This design comes from an exercise in tuning for small area, a short achievable clock period and few clock cycles on the open sky130 flow, not from production work.
Only simulation tests tie the RTL to the original design; equivalence was not proved.
Power and IR drop assume default switching activity.

run 1:
## LMFE
module LMFE ( clk, reset, Din, in_en, busy, out_valid, Dout, mem_cen, mem_wen, mem_addr, mem_d, mem_q);
For scale: ~720 flip-flops, roughly 22000 sq um of cells after synthesis.
==> flow/config.mk <==
export PLATFORM = sky130hd
export DESIGN_NAME = LMFE
export DESIGN_NICKNAME = LMFE
export VERILOG_FILES = /design/flow/design.v
export SDC_FILE = /design/flow/constraint.sdc
export NUM_CORES = 4
export LEC_CHECK = 0
export CAP_MARGIN = 20
export CORE_MARGIN = 2
export CORE_UTILIZATION = 40
export CTS_BUF_LIST = sky130_fd_sc_hd__clkbuf_16
export CTS_CLUSTER_DIAMETER = 60
export CTS_CLUSTER_SIZE = 30
export SETUP_SLACK_MARGIN = 3.6
export SLEW_MARGIN = 20
==> flow/constraint.sdc <==
create_clock -name core_clock -period 6.0 [get_ports {clk}]
set_input_delay 1.2000 -clock core_clock [delete_from_list [all_inputs] [get_ports {clk}]]
set_output_delay 1.2000 -clock core_clock [all_outputs]
set_load 0.01 [all_outputs]
standard.sh (not shown) runs the stock make flow with config.mk's settings and CLKGATE_MAP_FILE= SYNTH_SCRIPT=/design/flow/synth_recipe.tcl, a recipe that flattens the netlist after the stock synthesis.
==> flow/flow/run.sh <==
#!/bin/bash
# The standard layout (the standard.sh, unchanged synthesis script and
# settings from config.mk), with two changes to how cells are chosen:
# - ADDER_MAP_FILE is empty, so ORFS's synth.tcl skips extract_fa and ABC maps
#   the adder trees from plain gates (faster than sky130 fa_1 cells);
# - every input and output port still gets its own buffer, but a buf_4
#   instead of the clkdlybuf4s50_1 delay cell buffer_ports picks by default.
# Registers are unaffected.
set -euo pipefail
export ADDER_MAP_FILE=
export BUFFER_PORTS_ARGS="-buffer_cell sky130_fd_sc_hd__buf_4"
bash standard.sh > standard.log 2>&1
Testbench counts of run 1, summed over its fixed seeds: cycles 1,381,296.
Changes in run 2 relative to run 1:
# run 1
export LEC_CHECK = 0
export CAP_MARGIN = 20
export CORE_MARGIN = 2
export CORE_UTILIZATION = 40
export CTS_BUF_LIST = sky130_fd_sc_hd__clkbuf_16
export CTS_CLUSTER_DIAMETER = 60
export CTS_CLUSTER_SIZE = 30
export SETUP_SLACK_MARGIN = 3.6
export SLEW_MARGIN = 20
create_clock -name core_clock -period 6.0 [get_ports {clk}]
# run 2
export LEC_CHECK = 0
export CAP_MARGIN = 20
export CORE_MARGIN = 2
export CORE_UTILIZATION = 40
export CTS_BUF_LIST = sky130_fd_sc_hd__clkbuf_16
export CTS_CLUSTER_DIAMETER = 120
export CTS_CLUSTER_SIZE = 30
export SETUP_SLACK_MARGIN = 3.3
export SLEW_MARGIN = 20
create_clock -name core_clock -period 6.0 [get_ports {clk}]
==> flow/flow/run.sh <==
#!/bin/bash
# The standard layout (the standard.sh, unchanged synthesis script and
# settings from config.mk), except that Yosys does not extract full-adder
# cells: with ADDER_MAP_FILE empty, ORFS's synth.tcl skips extract_fa, so ABC
# maps the adder trees from plain gates (faster than sky130 fa_1 cells).
# Registers are unaffected.
set -euo pipefail
export ADDER_MAP_FILE=
bash standard.sh > standard.log 2>&1
[summary]
Setup WNS run 1 -> run 2: worse. Diff run 1 -> run 2 | largest net degree at the start of global routing | increase of 39. In the flow results for run 1 and run 2, the clock skew is smaller on run 1. Between run 1 and run 2, clock share of power is lower for run 2, run 1 comes in above that.
For run 3, these inputs were changed with respect to run 2:
# run 2
export LEC_CHECK = 0
export CAP_MARGIN = 20
export CORE_MARGIN = 2
export CORE_UTILIZATION = 40
export CTS_BUF_LIST = sky130_fd_sc_hd__clkbuf_16
export CTS_CLUSTER_DIAMETER = 120
export CTS_CLUSTER_SIZE = 30
export SETUP_SLACK_MARGIN = 3.3
export SLEW_MARGIN = 20
create_clock -name core_clock -period 6.0 [get_ports {clk}]
# run 3
export LEC_CHECK = 0
export CAP_MARGIN = 20
export CORE_MARGIN = 2
export CORE_UTILIZATION = 40
export CTS_BUF_LIST = sky130_fd_sc_hd__clkbuf_16
export CTS_CLUSTER_DIAMETER = 60
export CTS_CLUSTER_SIZE = 30
export SETUP_SLACK_MARGIN = 3.2
export SLEW_MARGIN = 20
create_clock -name core_clock -period 6.0 [get_ports {clk}]
==> flow/flow/run.sh <==
#!/bin/bash
# The standard layout (the standard.sh, unchanged synthesis script and
# settings from config.mk), with two changes to how cells are chosen:
# - ADDER_MAP_FILE is empty, so ORFS's synth.tcl skips extract_fa and ABC maps
#   the adder trees from plain gates (faster than sky130 fa_1 cells);
# - every input and output port still gets its own buffer, but a buf_4
#   instead of the clkdlybuf4s50_1 delay cell buffer_ports picks by default.
# Registers are unaffected.
set -euo pipefail
export ADDER_MAP_FILE=
export BUFFER_PORTS_ARGS="-buffer_cell sky130_fd_sc_hd__buf_4"
bash standard.sh > standard.log 2>&1
Results
- Global-route usage: higher on run 3
- Compared to run 2, the router laid down less metal wire for run 3.
- Lower sequential share of layout area was reported by run 2, not run 3.
- Number of buffers between clock root and the deepest sink: run 2 vs run 3 — no meaningful difference
- The register-to-register slack number comes out lower for run 3 vs run 2.

========
LMFE, a different RTL version from the one above (not shown whole).
For scale: about 1600 cells after synthesis, ~730 flip-flops, roughly 0.022 mm^2 of cells after synthesis.
Settings: LEC_CHECK=0, CAP_MARGIN=20, CORE_MARGIN=2, CORE_UTILIZATION=40, SETUP_SLACK_MARGIN=3.0, SLEW_MARGIN=20; clock period 6.0 ns.
run.sh (not shown) runs the stock make flow with config.mk's settings and CLKGATE_MAP_FILE= SYNTH_SCRIPT=/design/flow/synth_recipe.tcl, a recipe that flattens the netlist after the stock synthesis.
Stock flow here: none of the scripts above is used.
Testbench counts at the start, summed over its fixed seeds: cycles 1,381,296.
Edit:
Settings changed: SETUP_SLACK_MARGIN 3.0 to 2.7.
=>
- The new run produced a clean layout
- via count is lower by 1.0%
- worst setup slack gets worse by 0.080 ns
- clock-buffer cell count increases by 3
- sequential cell count does not change
- clock power shrinks by about 2%
- fmax goes down by 2.5%
- utilization goes down by 1.5 points
- area after synthesis stays the same

========
Another version of the RTL of LMFE (not shown whole).
For scale: ~1,700 cells after synthesis, roughly 720 flip-flops, roughly 22,000 sq um of cells after synthesis.
export LEC_CHECK = 0
export CAP_MARGIN = 20
export CORE_MARGIN = 2
export CORE_UTILIZATION = 40
export CTS_BUF_LIST = sky130_fd_sc_hd__clkbuf_16
export CTS_CLUSTER_DIAMETER = 60
export CTS_CLUSTER_SIZE = 30
export SETUP_SLACK_MARGIN = 3.4
export SLEW_MARGIN = 20
create_clock -name core_clock -period 6.0 [get_ports {clk}]
standard.sh (not shown) runs the stock make flow with config.mk's settings and CLKGATE_MAP_FILE= SYNTH_SCRIPT=/design/flow/synth_recipe.tcl, a recipe that flattens the netlist after the stock synthesis.
==> flow/flow/run.sh <==
#!/bin/bash
# The standard layout (the standard.sh, unchanged synthesis script and
# settings from config.mk), except that Yosys does not extract full-adder
# cells: with ADDER_MAP_FILE empty, ORFS's synth.tcl skips extract_fa, so ABC
# maps the adder trees from plain gates (faster than sky130 fa_1 cells).
# Registers are unaffected.
set -euo pipefail
export ADDER_MAP_FILE=
bash standard.sh > standard.log 2>&1
The baseline finished with timing, DRC and antenna clean.
Testbench counts at the start, summed over its fixed seeds: cycles 1,381,296.
Next try:
PLACE_DENSITY = 0.75   (was not set)
SETUP_SLACK_MARGIN = 3.1   (was 3.4)
What happened: The new run finished with timing, DRC and antenna clean. Setup slack got worse by 0.013 ns. Final area falls by 3.8%. Die area does not change. Final cell count falls by 1.8%. Global-route usage falls by 0.87 points. Sequential share of layout area rises by 2.3 points. Fmax falls by 0.43%. Synthesized cell count is unchanged. Power falls by 3.8%. Via count falls by 1.7%.
Next try:
ABC_CLOCK_PERIOD_IN_PS = 2500   (was not set)
PLACE_DENSITY = not set   (was 0.75)
What happened:
- The new run finished with timing, DRC and antenna clean
- final area goes up by 1.3%
- register-to-register slack improved by 0.099 ns
- setup slack improves by 0.099 ns
- first-iteration DRC count is lower by 23%
Next try:
ABC_CLOCK_PERIOD_IN_PS = not set   (was 2500)
SETUP_SLACK_MARGIN = 2.7   (was 3.1)
Outcome: Routed wire length drops by a few percent. Sequential cell count stays the same. First-iteration DRC count climbs by a few percent. Global-route usage drops by 0.44 points. Fmax drops by a little under a tenth. Clock power stays flat. Synthesized area does not change. Die area does not change. Cell count drops slightly.

========
Another version of the RTL of LMFE (not shown whole).
Size: ~720 flip-flops, roughly 22,000 µm² of cells after synthesis.
==> flow/design.v (excerpt) <==
module LMFE ( clk, reset, Din, in_en, busy, out_valid, Dout, mem_cen, mem_wen, mem_addr, mem_d, mem_q);
input   clk;
input   reset;
input   in_en;
output  busy;
output  out_valid;
input   [7:0]  Din;
output  [7:0]  Dout;
output  mem_cen;
output  mem_wen;
output  [9:0]  mem_addr;
output  [7:0]  mem_d;
input   [7:0]  mem_q;
localparam S_PRE = 2'd0, S_RUN = 2'd1, S_FIN = 2'd2;
reg  [1:0]  state;
reg  [14:0] ldpos;       
reg  [2:0]  k;           
reg         busy_r, outv_r, cen_r, wen_r, seldin_r, accf;
reg  [9:0]  addr_r;
reg  [7:0]  din_r, dout_r;
assign busy      = busy_r;
assign out_valid = outv_r;
assign Dout      = dout_r;
assign mem_cen   = cen_r;
assign mem_wen   = wen_r;
assign mem_addr  = addr_r;
assign mem_d     = din_r;
wire [7:0] row6  = ldpos[14:7];
wire [6:0] ldcol = ldpos[6:0];
wire run = (state == S_RUN);
wire pre = (state == S_PRE);
wire [8:0] rr = {1'b0, row6} + {6'b0, k} - 9'd6;
wire rr_ok = ~rr[8] & ~rr[7];
  reg [7:0] P0;
  reg [7:0] P1;
  reg [7:0] P2;
  reg [7:0] P3;
  reg [7:0] P4;
  reg [7:0] P5;
  reg [7:0] P6;
  reg [7:0] P7;
  reg [7:0] P8;
  reg [7:0] P9;
  reg [7:0] P10;
  reg [7:0] P11;
  reg [7:0] P12;
  reg [7:0] P13;
  reg [7:0] P14;
  reg [7:0] P15;
  reg [7:0] P16;
  reg [7:0] P17;
  reg [7:0] P18;
  reg [7:0] P19;
  reg [7:0] P20;
  reg [7:0] P21;
  reg [7:0] P22;
  reg [7:0] P23;
  reg [7:0] P24;
  reg [7:0] P25;
  reg [7:0] P26;
  reg [7:0] P27;
  reg [7:0] P28;
  reg [7:0] P29;
  reg [7:0] P30;
  ...
==> flow/config.mk <==
export PLATFORM = sky130hd
export DESIGN_NAME = LMFE
export DESIGN_NICKNAME = LMFE
export VERILOG_FILES = /design/flow/design.v
export SDC_FILE = /design/flow/constraint.sdc
export NUM_CORES = 4
export LEC_CHECK = 0
export CAP_MARGIN = 20
export CORE_MARGIN = 2
export CORE_UTILIZATION = 40
export CTS_BUF_LIST = sky130_fd_sc_hd__clkbuf_8
export CTS_CLUSTER_DIAMETER = 40
export CTS_CLUSTER_SIZE = 20
export SETUP_SLACK_MARGIN = 2.7
export SLEW_MARGIN = 20
==> flow/constraint.sdc <==
create_clock -name core_clock -period 6.0 [get_ports {clk}]
set_input_delay 1.2000 -clock core_clock [delete_from_list [all_inputs] [get_ports {clk}]]
set_output_delay 1.2000 -clock core_clock [all_outputs]
set_load 0.01 [all_outputs]
run.sh (not shown) runs the stock make flow with config.mk's settings and CLKGATE_MAP_FILE= SYNTH_SCRIPT=/design/flow/synth_recipe.tcl, a recipe that flattens the netlist after the stock synthesis.
Stock flow here: none of the scripts above is used.
Testbench counts at the start, summed over its fixed seeds: cycles 1,381,296.
==> next run, changes <==
Settings changed: CTS_BUF_LIST sky130_fd_sc_hd__clkbuf_8 to sky130_fd_sc_hd__clkbuf_16, CTS_CLUSTER_DIAMETER 40 to 70, CTS_CLUSTER_SIZE 20 to 35.
What happened: The changed run ran to the end with no violations. Hold slack is about the same. Total power went down by 6.5%. Worst setup slack loses 0.044 ns. Non-clock buffer count grows by 1.
==> next run, changes <==
Settings changed: CTS_CLUSTER_DIAMETER 70 to 60, CTS_CLUSTER_SIZE 35 to 30, SETUP_SLACK_MARGIN 2.7 to 3.0.
What happened: The new run completed without violations; routed wire length goes up slightly; global-route usage goes up by 0.28 points; register-to-register slack gains 0.08 ns; core utilization goes up by 1.2 points; critical path depth goes down by 2.
==> next run, changes <==
==> flow/flow/run.sh (new file) <==
#!/bin/bash
# The standard layout (the standard.sh, unchanged synthesis script and
# settings from config.mk), except that Yosys does not extract full-adder
# cells: with ADDER_MAP_FILE empty, ORFS's synth.tcl skips extract_fa, so ABC
# maps the adder trees from plain gates (faster than sky130 fa_1 cells).
# Registers are unaffected.
set -euo pipefail
export ADDER_MAP_FILE=
bash standard.sh > standard.log 2>&1
==> flow/standard.sh (new file) <==
#!/bin/bash
# synth_recipe.tcl (not shown) runs the flow's synth.tcl, then flattens the netlist and writes it again
# the make line also repeats each setting of config.mk as NAME=value (left out here)
make -C /OpenROAD-flow-scripts/flow DESIGN_CONFIG=/design/flow/config.mk WORK_HOME=/design/flow/orfs CLKGATE_MAP_FILE= SYNTH_SCRIPT=/design/flow/synth_recipe.tcl "${@:-finish}"
Settings changed: SETUP_SLACK_MARGIN 3.0 to 2.7.
removed: flow/run.sh
Effect: The new run produced a clean layout; hold slack gets better by 0.012 ns; cell count fell by about 0.9%; register-to-register slack improves by 0.08 ns; global-route usage drops by 0.41 points; flip-flop and latch count is unchanged; design area drops by 3.2%; synthesized cell count rose by 1.4%.
==> next run, changes <==
==> flow/run.sh (new file) <==
#!/bin/bash
# synth_recipe.tcl (not shown) runs the flow's synth.tcl, then flattens the netlist and writes it again
# the make line also repeats each setting of config.mk as NAME=value (left out here)
make -C /OpenROAD-flow-scripts/flow DESIGN_CONFIG=/design/flow/config.mk WORK_HOME=/design/flow/orfs CLKGATE_MAP_FILE= SYNTH_SCRIPT=/design/flow/synth_recipe.tcl finish
removed: flow/flow/run.sh
removed: flow/standard.sh
What happened: The changed run completed without violations; design area climbs by about 0.75%; die area barely changes; routed wire length stays flat; setup slack got worse by 0.13 ns; fmax decreases by 4.0%; total power goes up by 1.2%; synthesized cell count went down by about 1.4%; via count fell by about 2.2%.
==> next run, changes <==
Settings changed: SETUP_SLACK_MARGIN 2.7 to 2.4.
Result:
- design area came out lower by 0.52%
- sequential power stays flat
- area after synthesis stays the same
- clock-buffer cell count does not change
- worst hold slack is about the same
- global-route usage barely changes
- wire length stays flat
- setup slack got worse by 0.14 ns
- sequential share of layout area rose by 0.27 points

-- re-timing with driven ports --
In the flow no input, the clock included, has a driving cell. The finished layouts below were timed again as built, in two steps.
Step 1: set_driving_cell puts a clkbuf_16 on clk and a buf_2 on each other input, an assumption about the parent block.
Step 2 moves the port delays by t, midway between the first and last clock arrival at a register: inputs arrive t later, outputs are due t later. That takes back most of the time a late clock gives input paths.
Slacks: no drivers / after step 1 / after step 2; pairs: no drivers / after step 1.
run | shift t [ns] | setup WS [ns] | worst data-port slew with drivers (ns) | cell pins on the clock port's net
run 1 | 0.641 | 3.355 / 3.355 / 3.107 | 0.03 | 1
run 2 | 0.656 | 3.317 / 3.317 / 2.789 | 0.03 | 1
run 3 | 0.625 | 3.258 / 3.258 / 3.114 | 0.03 | 1
the first run of note 2 | 0.645 | 2.864 / 2.864 / 2.576 | 0.03 | 1
the second run of note 2 | 0.639 | 2.784 / 2.784 / 2.431 | 0.04 | 1
the first run of note 3 | 0.635 | 2.996 / 2.996 / 2.877 | 0.03 | 1
the second run of note 3 | 0.638 | 2.984 / 2.984 / 2.858 | 0.03 | 1
the third run of note 3 | 0.638 | 3.082 / 3.082 / 2.823 | 0.04 | 1
the fourth run of note 3 | 0.637 | 2.845 / 2.845 / 2.611 | 0.04 | 1
the first run of note 4 | 0.688 | 2.802 / 2.802 / 2.507 | 0.04 | 1
the second run of note 4 | 0.612 | 2.758 / 2.758 / 2.479 | 0.04 | 1
the third run of note 4 | 0.619 | 2.843 / 2.843 / 2.525 | 0.03 | 1
the fourth run of note 4 | 0.647 | 2.924 / 2.924 / 2.577 | 0.04 | 1
the fifth run of note 4 | 0.627 | 2.797 / 2.797 / 2.473 | 0.04 | 1
the sixth run of note 4 | 0.629 | 2.655 / 2.655 / 2.470 | 0.04 | 1
After both steps setup and hold are still met in every run listed. For run 2, which loses most, drivers alone change the setup slack by 0.000 ns; drivers and shift together by -0.528 ns.
